Background: an optimization exercise with open tools, aiming at small area. Do not read the settings as production practice.
In this exercise RTL edits were held to simulation tests only and were not proved equivalent to the original.
The clock port is modelled as an ideal driver, which makes a skipped or thinned clock tree look cheaper than it is; a real chip needs a root buffer or a tree.
Power is estimated from default activity; no workload was simulated.

Design fir4c_fig11_42, start of the top module:
module fir4c_fig11_42 #(parameter w=16)(
  input                       clk, 
                              reset,
  input        [w-1:0] a, 		 
  output logic [w+1:0] s);		 
  logic        signed [w-1:0] ar, br, cr, dr;
  logic         [w-1:0] csa4_s;    
  logic         [w  :0] csa4_c;
  logic         [w  :0] csa5_s;    
  logic         [w+1:0] csa5_c;
  logic         [w+1:0] sum;	   
  always_comb begin
    csa4_c[0] = 0;                 
    csa5_c[0] = 0; 
    for(int i=0; i<w; i++)
      {csa4_c[i+1],csa4_s[i]} = ar[i]+br[i]+cr[i];
    for(int i=0; i<w; i++)
      {csa5_c[i+1],csa5_s[i]} = csa4_c[i]+csa4_s[i]+dr[i];
    csa5_s[w] = csa4_c[w];	       
    csa5_c[w+1] = 0;
    sum = csa5_c + csa5_s;         
  end
  always_ff @(posedge clk)			 
    if(reset) begin					 
	  ar <= 'b0;
	  br <= 'b0;
	  cr <= 'b0;
	  dr <= 'b0;
	  s  <= 'b0;
    end
    else begin					     
	  ar <= a;
	  br <= ar;
	  cr <= br;
	  dr <= cr;
	  s  <= sum; 
	end
endmodule
Size: about 310 cells after synthesis, about 82 flip-flops, about 36 I/O pins.
clock: 3.2 ns
lec_check: 0
cap_margin: 20
core_margin: 2
core_utilization: 60
place_density: 0.7
slew_margin: 20
standard.sh (not shown) runs the stock make flow with config.mk's settings and CLKGATE_MAP_FILE= SYNTH_SCRIPT=/design/flow/synth_recipe.tcl, a recipe that flattens the netlist after the stock synthesis.
==> flow/flow/run.sh <==
#!/bin/bash
# Standard ORFS layout with smaller port buffers and a lighter clock tree.
set -euo pipefail
export BUFFER_PORTS_ARGS="-buffer_cell sky130_fd_sc_hd__buf_1"
export CTS_ARGS="-sink_clustering_enable -repair_clock_nets -dont_use_dummy_load -buf_list sky130_fd_sc_hd__clkbuf_4 -sink_clustering_size 40 -sink_clustering_max_diameter 80"
bash standard.sh > flow_make.log 2>&1
The starting point produced a clean layout.
Change:
==> flow/run.sh (new file) <==
#!/bin/bash
# synth_recipe.tcl (not shown) runs the flow's synth.tcl, then flattens the netlist and writes it again
# the make line also repeats each setting of config.mk as NAME=value (left out here)
make -C /OpenROAD-flow-scripts/flow DESIGN_CONFIG=/design/flow/config.mk WORK_HOME=/design/flow/orfs CLKGATE_MAP_FILE= SYNTH_SCRIPT=/design/flow/synth_recipe.tcl finish
CORE_UTILIZATION = 40   (was 60)
PLACE_DENSITY = not set   (was 0.7)
removed: flow/flow/run.sh
removed: flow/standard.sh
Outcome:
- worst hold slack improves by 72 ps
- power came out higher by a quarter to a third
- global-route usage came out lower by 5.1 points
- wire length is higher by a little under a tenth
- non-clock buffer count came out higher by 2
- worst setup slack is better by 26 ps
- area after synthesis is unchanged
- sequential share of layout area is lower by 4.4 points
Change:
==> flow/flow/run.sh (new file) <==
#!/bin/bash
# Standard ORFS layout with smaller port buffers and a lighter clock tree.
set -euo pipefail
export BUFFER_PORTS_ARGS="-buffer_cell sky130_fd_sc_hd__buf_1"
export CTS_ARGS="-sink_clustering_enable -repair_clock_nets -dont_use_dummy_load -buf_list {sky130_fd_sc_hd__clkbuf_2 sky130_fd_sc_hd__clkbuf_4}"
bash standard.sh > flow_make.log 2>&1
==> flow/standard.sh (new file) <==
#!/bin/bash
# synth_recipe.tcl (not shown) runs the flow's synth.tcl, then flattens the netlist and writes it again
# the make line also repeats each setting of config.mk as NAME=value (left out here)
make -C /OpenROAD-flow-scripts/flow DESIGN_CONFIG=/design/flow/config.mk WORK_HOME=/design/flow/orfs CLKGATE_MAP_FILE= SYNTH_SCRIPT=/design/flow/synth_recipe.tcl "${@:-finish}"
CORE_UTILIZATION = 60   (was 40)
PLACE_DENSITY = 0.7   (was not set)
removed: flow/run.sh
The new run completed without violations.
Count of clock-buffer cells in the layout came out lower by 3.
Die area came out lower by 32%.
Design area came out lower by 10%.
Sequential cell count stays the same.
Sequential power barely changes.
Worst hold slack loses 72 ps.
Non-clock buffer count came out lower by 2.
Setup slack loses 26 ps.
Clock power came out lower by 53%.
Routed wire length came out lower by 7.5%.
Change:
==> flow/flow/run.sh (replaced) <==
#!/bin/bash
# Standard ORFS layout with smaller port buffers and a lighter clock tree.
set -euo pipefail
export BUFFER_PORTS_ARGS="-buffer_cell sky130_fd_sc_hd__buf_1"
export CTS_ARGS="-sink_clustering_enable -repair_clock_nets -dont_use_dummy_load -buf_list {sky130_fd_sc_hd__clkbuf_4 sky130_fd_sc_hd__clkbuf_8} -sink_clustering_size 30 -sink_clustering_max_diameter 60"
export RECOVER_POWER=100
bash standard.sh > flow_make.log 2>&1
Effect: Now the flow produced a layout that fails on max-capacitance violations, max-slew violations. Core utilization goes up by 0.74 points. Cell area goes up by 1.1%. Clock power came out higher by 32%. Via count drops by 0.37%. Routed wire length came out higher by 0.88%. Global-route usage rises by 0.17 points. Sequential power stays flat.

* * *

The RTL this note starts from:
==> flow/design.v <==
module fir4c_fig11_42 #(parameter w=16)(
  input                clk,
                       reset,
  input        [w-1:0] a,
  output logic [w+1:0] s);
  logic [w-1:0] ar, br, cr, dr;
  logic [w-1:0] s1;            
  logic [w  :0] c1;
  logic [w  :0] s2;            
  logic [w+1:0] c2;
  logic [w+1:0] sum;
  always_comb begin
    c1[0] = 1'b0;
    c2[0] = 1'b0;
    for (int i=0; i<w; i++)
      {c1[i+1], s1[i]} = ar[i] + br[i] + cr[i];
    for (int i=0; i<w; i++)
      {c2[i+1], s2[i]} = s1[i] + c1[i] + dr[i];
    s2[w]   = c1[w];
    c2[w+1] = 1'b0;
  end
  logic [w+1:0] x, y, p, g;
  assign x = {1'b0, s2};
  assign y = c2;
  assign p = x ^ y;
  assign g = x & y;
  wire gg1 = g[1] | (p[1] & g[0]);
  wire pp1 = p[1] & p[0];
  wire gg2 = g[3] | (p[3] & g[2]);
  wire pp2 = p[3] & p[2];
  wire gg3 = g[5] | (p[5] & g[4]);
  wire pp3 = p[5] & p[4];
  wire gg4 = g[7] | (p[7] & g[6]);
  wire pp4 = p[7] & p[6];
  wire gg5 = g[9] | (p[9] & g[8]);
  wire pp5 = p[9] & p[8];
  wire gg6 = g[11] | (p[11] & g[10]);
  wire pp6 = p[11] & p[10];
  wire gg7 = g[13] | (p[13] & g[12]);
  wire pp7 = p[13] & p[12];
  wire gg8 = g[15] | (p[15] & g[14]);
  wire pp8 = p[15] & p[14];
  wire gg9 = g[17] | (p[17] & g[16]);
  wire pp9 = p[17] & p[16];
  wire gg10 = gg2 | (pp2 & gg1);
  wire pp10 = pp2 & pp1;
  wire gg11 = gg4 | (pp4 & gg3);
  wire pp11 = pp4 & pp3;
  wire gg12 = gg6 | (pp6 & gg5);
  wire pp12 = pp6 & pp5;
  wire gg13 = gg8 | (pp8 & gg7);
  wire pp13 = pp8 & pp7;
  wire gg14 = gg11 | (pp11 & gg10);
  wire pp14 = pp11 & pp10;
  wire gg15 = gg13 | (pp13 & gg12);
  wire pp15 = pp13 & pp12;
  wire gg16 = gg15 | (pp15 & gg14);
  wire pp16 = pp15 & pp14;
  wire gg17 = gg12 | (pp12 & gg14);
  wire pp17 = pp12 & pp14;
  wire gg18 = gg3 | (pp3 & gg10);
  wire pp18 = pp3 & pp10;
  wire gg19 = gg5 | (pp5 & gg14);
  wire pp19 = pp5 & pp14;
  wire gg20 = gg7 | (pp7 & gg17);
  wire pp20 = pp7 & pp17;
  wire gg21 = gg9 | (pp9 & gg16);
  wire pp21 = pp9 & pp16;
  wire gg22 = g[2] | (p[2] & gg1);
  wire pp22 = p[2] & pp1;
  wire gg23 = g[4] | (p[4] & gg10);
  wire pp23 = p[4] & pp10;
  wire gg24 = g[6] | (p[6] & gg18);
  wire pp24 = p[6] & pp18;
  wire gg25 = g[8] | (p[8] & gg14);
  wire pp25 = p[8] & pp14;
  wire gg26 = g[10] | (p[10] & gg19);
  wire pp26 = p[10] & pp19;
  wire gg27 = g[12] | (p[12] & gg17);
  wire pp27 = p[12] & pp17;
  wire gg28 = g[14] | (p[14] & gg20);
  wire pp28 = p[14] & pp20;
  wire gg29 = g[16] | (p[16] & gg16);
  wire pp29 = p[16] & pp16;
  assign sum[0] = p[0];
  assign sum[1] = p[1] ^ g[0];
  assign sum[2] = p[2] ^ gg1;
  assign sum[3] = p[3] ^ gg22;
  assign sum[4] = p[4] ^ gg10;
  assign sum[5] = p[5] ^ gg23;
  assign sum[6] = p[6] ^ gg18;
  assign sum[7] = p[7] ^ gg24;
  assign sum[8] = p[8] ^ gg14;
  assign sum[9] = p[9] ^ gg25;
  assign sum[10] = p[10] ^ gg19;
  assign sum[11] = p[11] ^ gg26;
  assign sum[12] = p[12] ^ gg17;
  assign sum[13] = p[13] ^ gg27;
  assign sum[14] = p[14] ^ gg20;
  assign sum[15] = p[15] ^ gg28;
  assign sum[16] = p[16] ^ gg16;
  assign sum[17] = p[17] ^ gg29;
  always_ff @(posedge clk)
    if (reset) begin
      ar <= '0; br <= '0; cr <= '0; dr <= '0; s <= '0;
    end else begin
      ar <= a; br <= ar; cr <= br; dr <= cr; s <= sum;
    end
endmodule
Settings: LEC_CHECK=0, CAP_MARGIN=20, CORE_MARGIN=2, CORE_UTILIZATION=60, PLACE_DENSITY=0.7, SLEW_MARGIN=20; clock period 3.2 ns.
==> flow/flow/run.sh <==
#!/bin/bash
# Standard ORFS layout with buf_1 port buffers and a hand-built clock tree
# (flow/cts_hook.tcl) in place of TritonCTS.
set -euo pipefail
here=$(pwd)
export BUFFER_PORTS_ARGS="-buffer_cell sky130_fd_sc_hd__buf_1"
export PRE_CTS_TCL=$here/flow/cts_hook.tcl
export CLK_ROOT_BUF=sky130_fd_sc_hd__clkbuf_4
export CLK_LEAF_BUF=sky130_fd_sc_hd__clkbuf_8
export CLK_NLEAF=3
export CLK_SKEW_CHAIN="sky130_fd_sc_hd__clkbuf_1"
export CLK_S_LEAF_BUF=sky130_fd_sc_hd__clkbuf_8
bash standard.sh > flow_make.log 2>&1
==> flow/flow/cts_hook.tcl <==
# Sourced before CTS. Replaces TritonCTS with a small hand-built clock tree.
# A root buffer on the clock port drives CLK_NLEAF leaf buffers, one per
# cluster of delay-line registers (clustered by place), and a chain of
# CLK_SKEW_CHAIN buffers that ends in one leaf buffer for the output-sum
# registers s[*]. The chain's delay gives the adder between the delay line
# and s more time; the s -> output paths have slack to spare.
rename clock_tree_synthesis my_tritoncts

proc my_center {iterms} {
  set sx 0.0; set sy 0.0
  foreach it $iterms {
    set b [[$it getInst] getBBox]
    set sx [expr {$sx + ([$b xMin] + [$b xMax]) / 2.0}]
    set sy [expr {$sy + ([$b yMin] + [$b yMax]) / 2.0}]
  }
  set n [llength $iterms]
  return [list [expr {$sx / $n}] [expr {$sy / $n}]]
}

proc my_xy {it} {
  set b [[$it getInst] getBBox]
  return [list [expr {([$b xMin] + [$b xMax]) / 2.0}] [expr {([$b yMin] + [$b yMax]) / 2.0}]]
}

# k-means on sink positions; returns a list of k lists of iterms
proc my_cluster {iterms k} {
  set pts {}
  foreach it $iterms { lappend pts [my_xy $it] }
  set n [llength $iterms]
  set sorted [lsort -real -index 0 [lmap p $pts i [lsearch -all $pts *] {list [lindex $p 0] $i}]]
  set cent {}
  for {set c 0} {$c < $k} {incr c} {
    set i [lindex $sorted [expr {int(($c + 0.5) * $n / $k)}] 1]
    lappend cent [lindex $pts $i]
  }
  for {set iter 0} {$iter < 50} {incr iter} {
    set asg {}
    foreach p $pts {
      set best 0; set bd 1e30
      for {set c 0} {$c < $k} {incr c} {
        set d [expr {abs([lindex $p 0] - [lindex $cent $c 0]) + abs([lindex $p 1] - [lindex $cent $c 1])}]
        if {$d < $bd} { set bd $d; set best $c }
      }
      lappend asg $best
    }
    set new {}
    for {set c 0} {$c < $k} {incr c} {
      set sx 0.0; set sy 0.0; set m 0
      foreach p $pts a $asg { if {$a == $c} { set sx [expr {$sx + [lindex $p 0]}]; set sy [expr {$sy + [lindex $p 1]}]; incr m } }
      if {$m > 0} { lappend new [list [expr {$sx / $m}] [expr {$sy / $m}]] } else { lappend new [lindex $cent $c] }
    }
    set cent $new
  }
  set groups {}
  for {set c 0} {$c < $k} {incr c} {
    set g {}
    foreach it $iterms a $asg { if {$a == $c} { lappend g $it } }
    if {[llength $g]} { lappend groups $g }
  }
  return $groups
}

proc my_buf {master name in_net loc} {
  set db [ord::get_db]
  set block [ord::get_db_block]
  set inst [odb::dbInst_create $block [$db findMaster $master] $name]
  set out [odb::dbNet_create $block ${name}_net]
  $out setSigType CLOCK
  [$inst findITerm A] connect $in_net
  [$inst findITerm X] connect $out
  $inst setLocation [expr {int([lindex $loc 0])}] [expr {int([lindex $loc 1])}]
  $inst setPlacementStatus PLACED
  return $out
}

proc clock_tree_synthesis {args} {
  set block [ord::get_db_block]
  set clk [$block findNet clk]
  set rs {}
  set ss {}
  foreach it [$clk getITerms] {
    if {[regexp {^s\\?\[} [[$it getInst] getName]]} { lappend ss $it } else { lappend rs $it }
  }
  set groups [my_cluster $rs $::env(CLK_NLEAF)]
  puts "clock tree: [llength $rs] delay-line sinks in [llength $groups] clusters, [llength $ss] skewed sinks"
  set all [concat $rs $ss]
  foreach it $all { $it disconnect }
  set root_net [my_buf $::env(CLK_ROOT_BUF) clkroot $clk [my_center $all]]
  set i 0
  foreach g $groups {
    set n [my_buf $::env(CLK_LEAF_BUF) clkleaf$i $root_net [my_center $g]]
    foreach it $g { $it connect $n }
    incr i
  }
  set n $root_net
  set sc [my_center $ss]
  set j 0
  foreach m $::env(CLK_SKEW_CHAIN) {
    set n [my_buf $m clkskew$j $n $sc]
    incr j
  }
  set n [my_buf $::env(CLK_S_LEAF_BUF) clksleaf $n $sc]
  foreach it $ss { $it connect $n }
  set_propagated_clock [all_clocks]
}
The starting point finished clean.
Edit:
--- a/flow/flow/run.sh
+++ b/flow/flow/run.sh
@@ -9,5 +9,5 @@
 export CLK_LEAF_BUF=sky130_fd_sc_hd__clkbuf_8
 export CLK_NLEAF=3
-export CLK_SKEW_CHAIN="sky130_fd_sc_hd__clkbuf_1"
+export CLK_SKEW_CHAIN="sky130_fd_sc_hd__clkdlybuf4s50_1"
 export CLK_S_LEAF_BUF=sky130_fd_sc_hd__clkbuf_8
 bash standard.sh > flow_make.log 2>&1
ABC_CLOCK_PERIOD_IN_PS = 3700   (was unset)
Effect: Final cell count barely changes. Worst hold slack gets worse by 0.35 ns. Core utilization went down by 0.11 points. First-iteration DRC count went down by 19%. Total power went up by 0.70%. Global-route usage is about the same. Setup slack gets better by 0.29 ns. Die area does not change. Design area barely changes. Register-to-register slack gets better by 0.29 ns. Critical path depth does not change.
No run of this note takes its clock network from TritonCTS; it comes from the design's own scripts or RTL.

[afterwards: timing with drivers on the ports]
The results above use ideal ports. As a check the final layouts listed here were re-extracted and re-timed, cells and wires unchanged. Step 1 (the two cells are an assumption about what drives the block):
set clk [get_ports {clk}]
set_driving_cell -lib_cell sky130_fd_sc_hd__clkbuf_16 $clk
set_driving_cell -lib_cell sky130_fd_sc_hd__buf_2 [delete_from_list [all_inputs] $clk]
Step 2, shift: input delay + t, output delay - t, t = (earliest + latest rising clock arrival at the registers) / 2. This alone moves slack from input paths to output paths. Slacks: ideal / step 1 / step 2; pairs: ideal / step 1.
| run | t, ns | setup WS [ns] | hold WS [ns] | worst setup path at the end | latest minus earliest clock arrival (ns) | worst slew at a driven data input, ns |
|---|---|---|---|---|---|---|
| the first run of note 1 | 0.441 | 0.163 / 0.163 / 0.163 | 0.399 / 0.393 / 0.483 | register to register | 0.027 / 0.027 | 0.03 |
| the second run of note 1 | 0.374 | 0.189 / 0.189 / 0.189 | 0.471 / 0.471 / 0.471 | register to register | 0.009 / 0.008 | 0.03 |
| the third run of note 1 | 0.441 | 0.163 / 0.163 / 0.163 | 0.399 / 0.393 / 0.483 | register to register | 0.027 / 0.027 | 0.03 |
| the fourth run of note 1 | 0.368 | 0.158 / 0.158 / 0.158 | 0.480 / 0.477 / 0.480 | register to register | 0.019 / 0.019 | 0.03 |
| the first run of note 2 | 0.433 | 0.102 / 0.102 / 0.102 | 0.469 / 0.464 / 0.485 | register to register | 0.107 / 0.108 | 0.03 |
| the second run of note 2 | 0.630 | 0.395 / 0.395 / 0.395 | 0.121 / 0.121 / 0.121 | register to register | 0.501 / 0.502 | 0.03 |
Clock arrivals are far apart in the second run of note 2, so t is only a midpoint there and step 2 fits no single register.
